What follows belongs to an exercise in optimizing a design on an open flow for small area; a production flow would make more cautious choices.
Only simulation tests tie the RTL to the original design; equivalence was not proved.
No activity file was given, so power comes from the tool's default toggle rates.

## AluREG
module AluREG (
   input  wire       cp2,
   input  wire       cp2en,
   input  wire       ireset,
   input  wire [4:0] reg_rd_adr,
   input  wire [4:0] reg_rr_adr,
   input  wire       reg_rd_wr,
   input  wire [7:0] sreg_fl_wr_en,
   input  wire       idc_add,
   input  wire       idc_adc,
   input  wire       idc_adiw,
   input  wire       idc_sub,
   input  wire       idc_subi,
   input  wire       idc_sbc,
   input  wire       idc_sbci,
   input  wire       idc_sbiw,
   input  wire       adiw_st,
   input  wire       sbiw_st,
   input  wire       idc_and,
   input  wire       idc_andi,
   input  wire       idc_or,
   input  wire       idc_ori,
   input  wire       idc_eor,
   input  wire       idc_com,
   input  wire       idc_neg,
   input  wire       idc_inc,
   input  wire       idc_dec,
   input  wire       idc_cp,
   input  wire       idc_cpc,
   input  wire       idc_cpi,
   input  wire       idc_cpse,
   input  wire       idc_lsr,
   input  wire       idc_ror,
   input  wire       idc_asr,
   input  wire       idc_swap,
   input  wire       mc,
   input  wire       mz,
   output wire [7:0] alu_data_out,
   output wire [7:0] sreg_out
);
   wire [7:0] reg_rd_out;
   wire [7:0] reg_rr_out;
   wire       alu_c_flag_out;
   wire       alu_z_flag_out;
   wire       alu_n_flag_out;
   wire       alu_v_flag_out;
   wire       alu_s_flag_out;
   wire       alu_h_flag_out;
  ...
clock: 7.2 ns
lec_check: 0
cap_margin: 20
core_margin: 2
core_utilization: 45
gpl_timing_driven: 0
setup_slack_margin: 0.05
slew_margin: 20
synth_hierarchical: 1
standard.sh (not shown) runs the stock make flow with config.mk's settings and CLKGATE_MAP_FILE= SYNTH_SCRIPT=/design/flow/synth_recipe.tcl, a recipe that flattens the netlist after the stock synthesis.
==> flow/flow/run.sh <==
#!/bin/bash
# Standard ORFS layout (standard.sh) with two changes:
#  - ports are buffered with buf_1 instead of the default delay-cell buffer
#    (every input and output port still gets its own buffer);
#  - clock tree synthesis without dummy loads, with sink clusters of up to 16
#    flip-flops within 70 um, each driven by a clkbuf_8 (clkbuf_16 at the root).
# make's full output goes to run_make.log in the work folder; ORFS writes each
# step's log under orfs/logs/.
set -euo pipefail
bash standard.sh \
  "BUFFER_PORTS_ARGS=-buffer_cell sky130_fd_sc_hd__buf_1" \
  "CTS_ARGS=-sink_clustering_enable -repair_clock_nets -dont_use_dummy_load -sink_clustering_size 16 -sink_clustering_max_diameter 70 -buf_list sky130_fd_sc_hd__clkbuf_8 -root_buf sky130_fd_sc_hd__clkbuf_16" \
  finish > run_make.log 2>&1
Rerun with:
==> flow/flow/run.sh (replaced) <==
#!/bin/bash
# Standard ORFS layout (standard.sh) with two changes:
#  - ports are buffered with buf_1 instead of the default delay-cell buffer
#    (every input and output port still gets its own buffer);
#  - clock tree synthesis without dummy loads, with sink clusters of up to 18
#    flip-flops within 75 um, each driven by a clkbuf_8 (clkbuf_16 at the root).
# make's full output goes to run_make.log in the work folder; ORFS writes each
# step's log under orfs/logs/.
set -euo pipefail
bash standard.sh \
  "BUFFER_PORTS_ARGS=-buffer_cell sky130_fd_sc_hd__buf_1" \
  "CTS_ARGS=-sink_clustering_enable -repair_clock_nets -dont_use_dummy_load -sink_clustering_size 18 -sink_clustering_max_diameter 75 -buf_list sky130_fd_sc_hd__clkbuf_8 -root_buf sky130_fd_sc_hd__clkbuf_16" \
  finish > run_make.log 2>&1
=>
- area after synthesis stays the same
- count of clock-buffer cells in the layout decreases by 3
- maximum frequency stays flat
- routed wire length decreases by 0.42%
- clock skew stays flat
- final cell count decreases by 0.32%
Rerun with:
==> flow/flow/run.sh (replaced) <==
#!/bin/bash
# Standard ORFS layout (standard.sh) with two changes:
#  - ports are buffered with buf_1 instead of the default delay-cell buffer
#    (every input and output port still gets its own buffer);
#  - clock tree synthesis without dummy loads, with sink clusters of up to 16
#    flip-flops within 70 um, each driven by a clkbuf_8 (clkbuf_16 at the root).
# make's full output goes to run_make.log in the work folder; ORFS writes each
# step's log under orfs/logs/.
set -euo pipefail
bash standard.sh \
  "BUFFER_PORTS_ARGS=-buffer_cell sky130_fd_sc_hd__buf_1" \
  "CTS_ARGS=-sink_clustering_enable -repair_clock_nets -dont_use_dummy_load -sink_clustering_size 16 -sink_clustering_max_diameter 70 -buf_list sky130_fd_sc_hd__clkbuf_8 -root_buf sky130_fd_sc_hd__clkbuf_16" \
  finish > run_make.log 2>&1
- SETUP_SLACK_MARGIN: 0.05 -> 0
- final cell count is about the same
- hold slack degrades by 0.0052 ns
- utilization came out higher by 0.17 points
- critical path depth is unchanged
- worst setup slack loses 0.13 ns
- routed wire length hardly moves
- sequential cell count does not change

---

AluREG again, from the RTL that the note above started with.
Settings: LEC_CHECK=0, CAP_MARGIN=20, CORE_MARGIN=2, CORE_UTILIZATION=45, GPL_TIMING_DRIVEN=0, SETUP_SLACK_MARGIN=0.05, SLEW_MARGIN=20, SYNTH_HIERARCHICAL=1; clock period 7.2 ns.
==> flow/flow/run.sh <==
#!/bin/bash
# Standard ORFS layout (standard.sh) with two changes:
#  - ports are buffered with buf_2 instead of the default delay-cell buffer;
#  - clock tree synthesis without dummy loads.
# make's full output goes to run_make.log in the work folder; ORFS writes each
# step's log under orfs/logs/.
set -euo pipefail
bash standard.sh \
  "BUFFER_PORTS_ARGS=-buffer_cell sky130_fd_sc_hd__buf_2" \
  "CTS_ARGS=-sink_clustering_enable -repair_clock_nets -dont_use_dummy_load -sink_clustering_size 25 -sink_clustering_max_diameter 100 -buf_list sky130_fd_sc_hd__clkbuf_16" \
  finish > run_make.log 2>&1
The starting point ran to the end with no violations.
Next try:
==> flow/flow/run.sh (replaced) <==
#!/bin/bash
# Standard ORFS layout (standard.sh) with two changes:
#  - ports are buffered with buf_1 instead of the default delay-cell buffer
#    (every input and output port still gets its own buffer);
#  - clock tree synthesis without dummy loads, with sink clusters of up to 10
#    flip-flops within 50 um, each driven by a clkbuf_4 (clkbuf_16 at the root).
# make's full output goes to run_make.log in the work folder; ORFS writes each
# step's log under orfs/logs/.
set -euo pipefail
bash standard.sh \
  "BUFFER_PORTS_ARGS=-buffer_cell sky130_fd_sc_hd__buf_1" \
  "CTS_ARGS=-sink_clustering_enable -repair_clock_nets -dont_use_dummy_load -sink_clustering_size 10 -sink_clustering_max_diameter 50 -buf_list sky130_fd_sc_hd__clkbuf_4 -root_buf sky130_fd_sc_hd__clkbuf_16" \
  finish > run_make.log 2>&1
=>
- The changed run finished clean
- setup slack gets better by 30 ps
- sequential cell count is unchanged
- total power decreases by about 0.7%
- sequential power barely changes
- wire length increases by 1.9%
- die area stays the same
- via count increases by 1.3%
- final cell count increases by about 1.4%
- global-route usage increases by 0.48 points
- combinational power decreases by about 3%

-- what the ideal ports hide --
How much do the figures lean on ideal ports? The routed layouts below were timed once more, with nothing changed but the port constraints. Step 1 (the two cells are an assumption about what drives the block):
set clk [get_ports {cp2}]
set_driving_cell -lib_cell sky130_fd_sc_hd__clkbuf_16 $clk
set_driving_cell -lib_cell sky130_fd_sc_hd__buf_2 [delete_from_list [all_inputs] $clk]
Step 2, shift: input delay + t, output delay - t, t = (earliest + latest rising clock arrival at the registers) / 2. This alone moves slack from input paths to output paths. Three values: ideal, step 1, step 2; two values: the first two.
| run | t, ns | slack for setup (ns) | worst register clock-pin slew, ns | worst data-port slew with drivers (ns) | cell pins on the clock port's net |
|---|---|---|---|---|---|
| the first run of note 1 | 0.552 | 0.162 / 0.096 / 0.096 | 0.11 / 0.11 | 0.10 | 1 |
| the second run of note 1 | 0.550 | 0.146 / 0.085 / 0.085 | 0.12 / 0.12 | 0.10 | 1 |
| the third run of note 1 | 0.554 | 0.014 / -0.047 / -0.047 | 0.11 / 0.11 | 0.09 | 1 |
| the first run of note 2 | 0.554 | 0.108 / 0.042 / 0.042 | 0.10 / 0.10 | 0.08 | 1 |
| the second run of note 2 | 0.529 | 0.138 / 0.072 / 0.072 | 0.11 / 0.11 | 0.10 | 1 |
Met with ideal ports but missed after step 2: setup timing in the third run of note 1.
